Background: an optimization exercise with open tools, aiming at small area and a short achievable clock period. Do not read the settings as production practice. No functional check of the RTL was part of any run shown here. Power figures rest on the tool's default switching activity, not on a simulated workload.

==> flow/design.v (outline; a module is shown in full before it is edited, if it fits) <==
// module Lorenz_axi: 14666 lines
// module Encryptor_axi: 28 lines
// module Lorenz_Encryptor_Top: 46 lines
module Lorenz_Encryptor_Top (
    input wire clk,
    input wire rst,
    input wire [7:0]  s_axis_key_tdata,    
    input wire        s_axis_key_tvalid,   
    output wire       s_axis_key_tready,   
    output wire [7:0] m_axis_key_tdata,    
    output wire       m_axis_key_tvalid,   
    input wire        m_axis_key_tready,   
    input wire [7:0]  s_axis_pixel_tdata,   
    input wire        s_axis_pixel_tvalid,  
    output wire       s_axis_pixel_tready,  
    output wire [7:0] m_axis_pixel_tdata,   
    output wire       m_axis_pixel_tvalid,  
    input wire        m_axis_pixel_tready,  
    output wire done
);
  // ...
==> flow/run.sh <==
#!/bin/bash
# synth_recipe.tcl (not shown) runs the flow's synth.tcl, then flattens the netlist and writes it again
# the make line also repeats each setting of config.mk as NAME=value (left out here)
make -C /OpenROAD-flow-scripts/flow DESIGN_CONFIG=/design/flow/config.mk WORK_HOME=/design/flow/orfs CLKGATE_MAP_FILE= SYNTH_SCRIPT=/design/flow/synth_recipe.tcl finish
==> flow/config.mk <==
export PLATFORM = sky130hd
export DESIGN_NAME = Lorenz_Encryptor_Top
export DESIGN_NICKNAME = Lorenz_Encryptor_Top
export VERILOG_FILES = /design/flow/design.v
export SDC_FILE = /design/flow/constraint.sdc
export NUM_CORES = 4
export LEC_CHECK = 0
export ABC_AREA = 1
export CAP_MARGIN = 20
export CORE_MARGIN = 2
export CORE_UTILIZATION = 60
export SLEW_MARGIN = 20
==> flow/constraint.sdc <==
create_clock -name core_clock -period 22.0 [get_ports {clk}]
set_input_delay 4.4000 -clock core_clock [delete_from_list [all_inputs] [get_ports {clk}]]
set_output_delay 4.4000 -clock core_clock [all_outputs]
set_load 0.01 [all_outputs]
==> out/qor.csv, run 1 <==
stage,metric,value,unit
outcome,outcome,no timing/DRC/antenna violations,
cells_and_area,final net count,15356,
pwr,Peak VDD IR,0.0680,mV
setup_path,"delay-heaviest family, CP",adder cells,
hold_path,Hold Startpoint,lorenz_inst.key_select[0],
cells_and_area,Largest cell class,multi-input combinational cells,
cells_and_area,ClkCell Share,0.00540,
logic_synthesis,"EDFF count, synth",8,
floorplan,die span in x,422,um
cells_and_area,"commonest non-fill, non-tap cell in the layout",inv_1,
sta,setup TNS,0,ns
setup_path,critical path data required time,22.53,ns
sta,worst hold slack,0.498,ns
floorplan,Core Region,0.174,mm2
setup_path,Worst Path Buf+Inv,12,
logic_synthesis,"Seq/Total Area, Yosys",0.0434,
cells_and_area,NonClk Buf Share,0.0215,
grt,first-pass GRT wire length,638000,um
setup_path,Critical Path Source Type,flop,
sta,Setup-failing EPs final,0,
pwr,Pwr top,clock,
setup_path,most frequent CP cell,fa_1,
logic_synthesis,post-synthesis simple-gate area fraction,0.107,
pwr,total power,0.835,mW
detailed_routing,vias after detailed routing,94991,
floorplan,I/O pin count,43,
placed_design,Place WS,7.28,ns
cells_and_area,inverters,3219,
clocking,clk slew on worst S/H paths,0.10,ns
detailed_routing,Avg WL per Cell,29.4,um
detailed_routing,vias per cell,6.39,
pwr,Reg power frac,0.407,
setup_path,worst-path fanout max,36,
detailed_routing,met2 WL,173000,um
floorplan,Die Footprint,0.178,mm2
sta,min Tclk post-route,15.42,ns
logic_synthesis,top-count cell post-synth,inv_1,
==> run 2, diff against run 1 <==
--- a/flow/config.mk
+++ b/flow/config.mk
@@ -9,4 +9,4 @@
 export CAP_MARGIN = 20
 export CORE_MARGIN = 2
-export CORE_UTILIZATION = 60
+export CORE_UTILIZATION = 40
 export SLEW_MARGIN = 20
==> out/qor.csv, run 2 <==
stage,metric,value,unit,change
logic_synthesis,top-count cell post-synth,inv_1,,unchanged
pwr,Peak VDD IR,0.0386,mV,was 0.0680 mV
detailed_routing,Avg WL per Cell,25.3,um,was 29.4 um
clocking,Clock Tree Buf Depth,2,,unchanged
sta,max-slew violations,0,,unchanged
sta,final worst slack,6.72,ns,was 6.58 ns
floorplan,die span in x,516,um,was 422 um
sta,Setup-failing EPs final,0,,unchanged
grt,first-pass GRT wire length,599000,um,was 638000 um
logic_synthesis,Compound-Gate Fraction of Synth Area,0.106,,unchanged
clocking,CTS resizes,0,,unchanged
logic_synthesis,synth cell count leaders,"inv_1 (3144), fa_1 (2142), nand2_1 (1587)",,unchanged
grt,pin count of the biggest net entering global routing,85,,was 66
sta,Worst Skew,0.0357,ns,was 0.0341 ns
floorplan,Die Footprint,0.266,mm2,was 0.178 mm2
clocking,H-tree lvl count,4,,unchanged
outcome,outcome,no timing/DRC/antenna violations,,unchanged
logic_synthesis,post-synthesis simple-gate area fraction,0.107,,unchanged
clocking,clk slew on worst S/H paths,0.08,ns,was 0.10 ns
clocking,Clock Latency Late Sink,0.58,ns,was 0.63 ns
run,Max Cap Violations,0,,unchanged
clocking,CTS Sinks,180,,unchanged
sta,unrepaired setup endpoints after global routing,false,,unchanged
hold_path,HP Class,flop to flop,,unchanged
sta,endpoints failing hold,0,,unchanged
cells_and_area,Top Registers,"lorenz_inst.x (44), lorenz_inst.y (44), lorenz_inst.z (44)",,unchanged
setup_path,CP max stage cell,nand2_1,,unchanged
detailed_routing,Routed Antenna Nets,0,,unchanged
sta,worst hold slack,0.488,ns,was 0.498 ns
floorplan,I/O pin count,43,,unchanged
setup_path,most frequent CP cell,nand2_1,,was fa_1
detailed_routing,vias after detailed routing,90109,,was 94991
logic_synthesis,ranking of synthesized cells by area,"fa_1 (41%), inv_1 (11%), xor2_1 (10%)",,unchanged
detailed_routing,vias per cell,5.64,,was 6.39
sta,Worst slew margin,0.239,,was 0.200
sta,setup TNS,0,ns,unchanged
logic_synthesis,Adder-Cell Fraction of Synth Area,0.491,,unchanged
pwr,total power,0.803,mW,was 0.835 mW
cells_and_area,final net count,15296,,was 15356
cells_and_area,"commonest non-fill, non-tap cells in the layout","inv_1 (3133), fa_1 (2142), nand2_1 (1579)",,"was inv_1 (3138), fa_1 (2142), nand2_1 (1579)"
setup_path,Critical R2R Launch,lorenz_inst.k[2],,was lorenz_inst.x[7]
clocking,CTS tree,built,,unchanged
logic_synthesis,"Seq/Total Area, Yosys",0.0434,,unchanged
setup_path,Critical Path Source Type,flop,,unchanged
logic_synthesis,synth unique cells,69,,unchanged
hold_path,Hold Startpoint,encryptor_inst.pixel_out[6],,was lorenz_inst.key_select[0]
clocking,CTS Hold Bufs,0,,unchanged
setup_path,worst-path fanout max,40,,was 36
sta,final cycle utilization of the critical path,0.694,,was 0.701
grt,vias in the first global route,91499,,was 97918
logic_synthesis,largest family of logic cells by synthesized area,adder cells,,unchanged
logic_synthesis,number of synthesized register bits,180,,unchanged
logic_synthesis,top-area cell type share of the netlist area,0.409,,unchanged
placed_design,port buffer count,38,,unchanged
placed_design,Place WS,7.07,ns,was 7.28 ns
setup_path,CP Capture Type,flop,,unchanged
grt,initial antenna violation count,17,,was 21
setup_path,critical path data required time,22.49,ns,was 22.53 ns
detailed_routing,Detailed Routing Iterations Pass 1,10,,was 14
cells_and_area,Area Growth Syn to Fin,4.34,%,was 3.37%
logic_synthesis,async set-reset flop share out of synthesis,0.956,,unchanged
logic_synthesis,Post-Synth XOR/XNOR Area,0.113,,unchanged
pwr,PD cells,7.34,mW/mm2,was 7.71 mW/mm2
logic_synthesis,Synth Cell Area,0.105,mm2,unchanged
grt,GRT Util Overall,0.304,,was 0.491
floorplan,Initial Util,0.403,,was 0.604
logic_synthesis,"EDFF count, synth",8,,unchanged
sta,min Tclk post-route,15.28,ns,was 15.42 ns
detailed_routing,routed wire length,404000,um,was 437000 um
cells_and_area,"commonest non-fill, non-tap cell in the layout",inv_1,,unchanged
floorplan,Core Region,0.260,mm2,was 0.174 mm2
logic_synthesis,synthesis warning total,2,,unchanged
setup_path,CP startpoint,lorenz_inst.k[2],,was lorenz_inst.x[7]
grt,grt total ovfl,0,,unchanged
logic_synthesis,post-synthesis mux area share,0.0000955,,unchanged
sta,Fmax,0.0655,GHz,was 0.0649 GHz
floorplan,# rows,187,,was 153
cells_and_area,layout cells sized above 1,0.0322,,was 0.0365
logic_synthesis,cell taking the most area after synthesis,fa_1,,unchanged
setup_path,crit-path max cell delay,0.80,ns,was 0.85 ns
pwr,LEAKAGE,55.1,nW,was 55.3 nW
clocking,clk root buf,clkbuf_16,,unchanged
clocking,Post-CTS Setup Bufs,0,,unchanged
logic_synthesis,Mean Syn Cell Area,8.18,um2,unchanged
clocking,Num CTS Buffers,17,,unchanged
floorplan,Vert. Die Dim,516,um,was 422 um
logic_synthesis,Most used DFF post-synth,dfrtp_1,,unchanged
placed_design,gpl congestion,1.00,,was 1.10
placed_design,post-DP HPWL,299000,um,was 333000 um
setup_path,Crit path arrival time,15.77,ns,was 15.95 ns
detailed_routing,Initial DRC Count,11314,,was 13823
sta,Tightest Pin Transition,1.14,ns,was 1.17 ns
detailed_routing,drc violations,0,,unchanged
setup_path,Crit Path Category,flop to flop,,unchanged
logic_synthesis,Gate Count Post-Synth,12815,,unchanged
## run 2: cell type report
| class | instances | area [um2] |
|---|---|---|
| multi-input cells | 8794 | 85800 |
| clock buffers | 18 | 439 |
| well taps | 3496 | 4370 |
| repair buffers | 234 | 1850 |
| flip-flops and latches | 180 | 4580 |
| clock inverters | 14 | 160 |
| inverters | 3219 | 12100 |
| fillers | 26678 | 151000 |
| diodes | 12 | 30.0 |
## run 2: per-layer routing
| layer | wire length, um | up-vias | share of wire | track usage |
|---|---|---|---|---|
| met5 | 727 | - | 0.0018 | 0.0157 |
| met4 | 27200 | 26 | 0.067 | 0.154 |
| met3 | 50500 | 1516 | 0.12 | 0.0945 |
| met2 | 170000 | 5886 | 0.42 | 0.454 |
| met1 | 156000 | 44448 | 0.38 | 0.396 |
| li1 | - | 38233 | - | - |
## run 2: path summary, 6_finish.rpt
| kind | endpoint | slack (ns) | cells after the start |
|---|---|---|---|
| worst min register to register | encryptor_inst.pixel_out[6] | 0.49 | 2 |
| max in group asynchronous | lorenz_inst.x[15] | 15.63 | 4 |
| min in group asynchronous | encryptor_inst.pixel_out[2] | 4.45 | 2 |
| worst max-delay path | lorenz_inst.z[27] | 6.72 | 57 |
| worst max register to register | lorenz_inst.z[27] | 6.72 | 57 |
| worst min-delay path | encryptor_inst.pixel_out[6] | 0.49 | 2 |
## run 2: worst max-delay path, delay by kind of cell (launching register included)
family	cells	cell delay (ns)
adder cells (fa/ha/maj)	14	6.10
AND/OR/NAND/NOR	21	4.03
flip-flops	1	0.34
AO/OA/AOI/OAI	9	1.98
buffers and inverters	13	2.69
## run 2: power by group
part,switching [mW],internal (mW)
Sequential,0.00495,0.336
Clock,0.202,0.156
Combinational,0.0875,0.0166
Total,0.294,0.509
## run 2: kinds of logic after synthesis
| group | Yosys count |
|---|---|
| AOI/OAI and AO/OA | 1849 |
| xor gates and xnor gates | 1350 |
| adders and majority gates | 2828 |
| buffers and inverters | 3842 |
| DFF | 180 |
| muxes | 1 |
| other | 1 |
| and+or+nand+nor | 2764 |
## run 2: per-stage QoR
stage	cells	util	cell area (um2)
floorplan	12816	-	105000
global placement	15923	0.418	109000
detailed placement	15923	0.418	109000
CTS	15955	0.420	109000
global route	15957	0.420	109000
finish	15967	0.420	109000

## afterwards: timing with drivers on the ports
How much do the figures lean on ideal ports? The routed layouts below were timed once more, with nothing changed but the port constraints. Step 1, drivers: a clkbuf_16 drives clk and a buf_2 each remaining input, both assumed. Step 2, shift: input delay + t, output delay - t, t = (earliest + latest rising clock arrival at the registers) / 2. This alone moves slack from input paths to output paths. Slacks: ideal / step 1 / step 2; pairs: ideal / step 1.
run | t, ns | setup slack, ns | worst setup path at the end | worst register clock-pin slew, ns
run 1 | 0.707 | 6.585 / 6.585 / 6.585 | register to register | 0.12 / 0.12
run 2 | 0.653 | 6.724 / 6.724 / 6.724 | register to register | 0.12 / 0.12
After both steps every run listed still meets setup and hold.
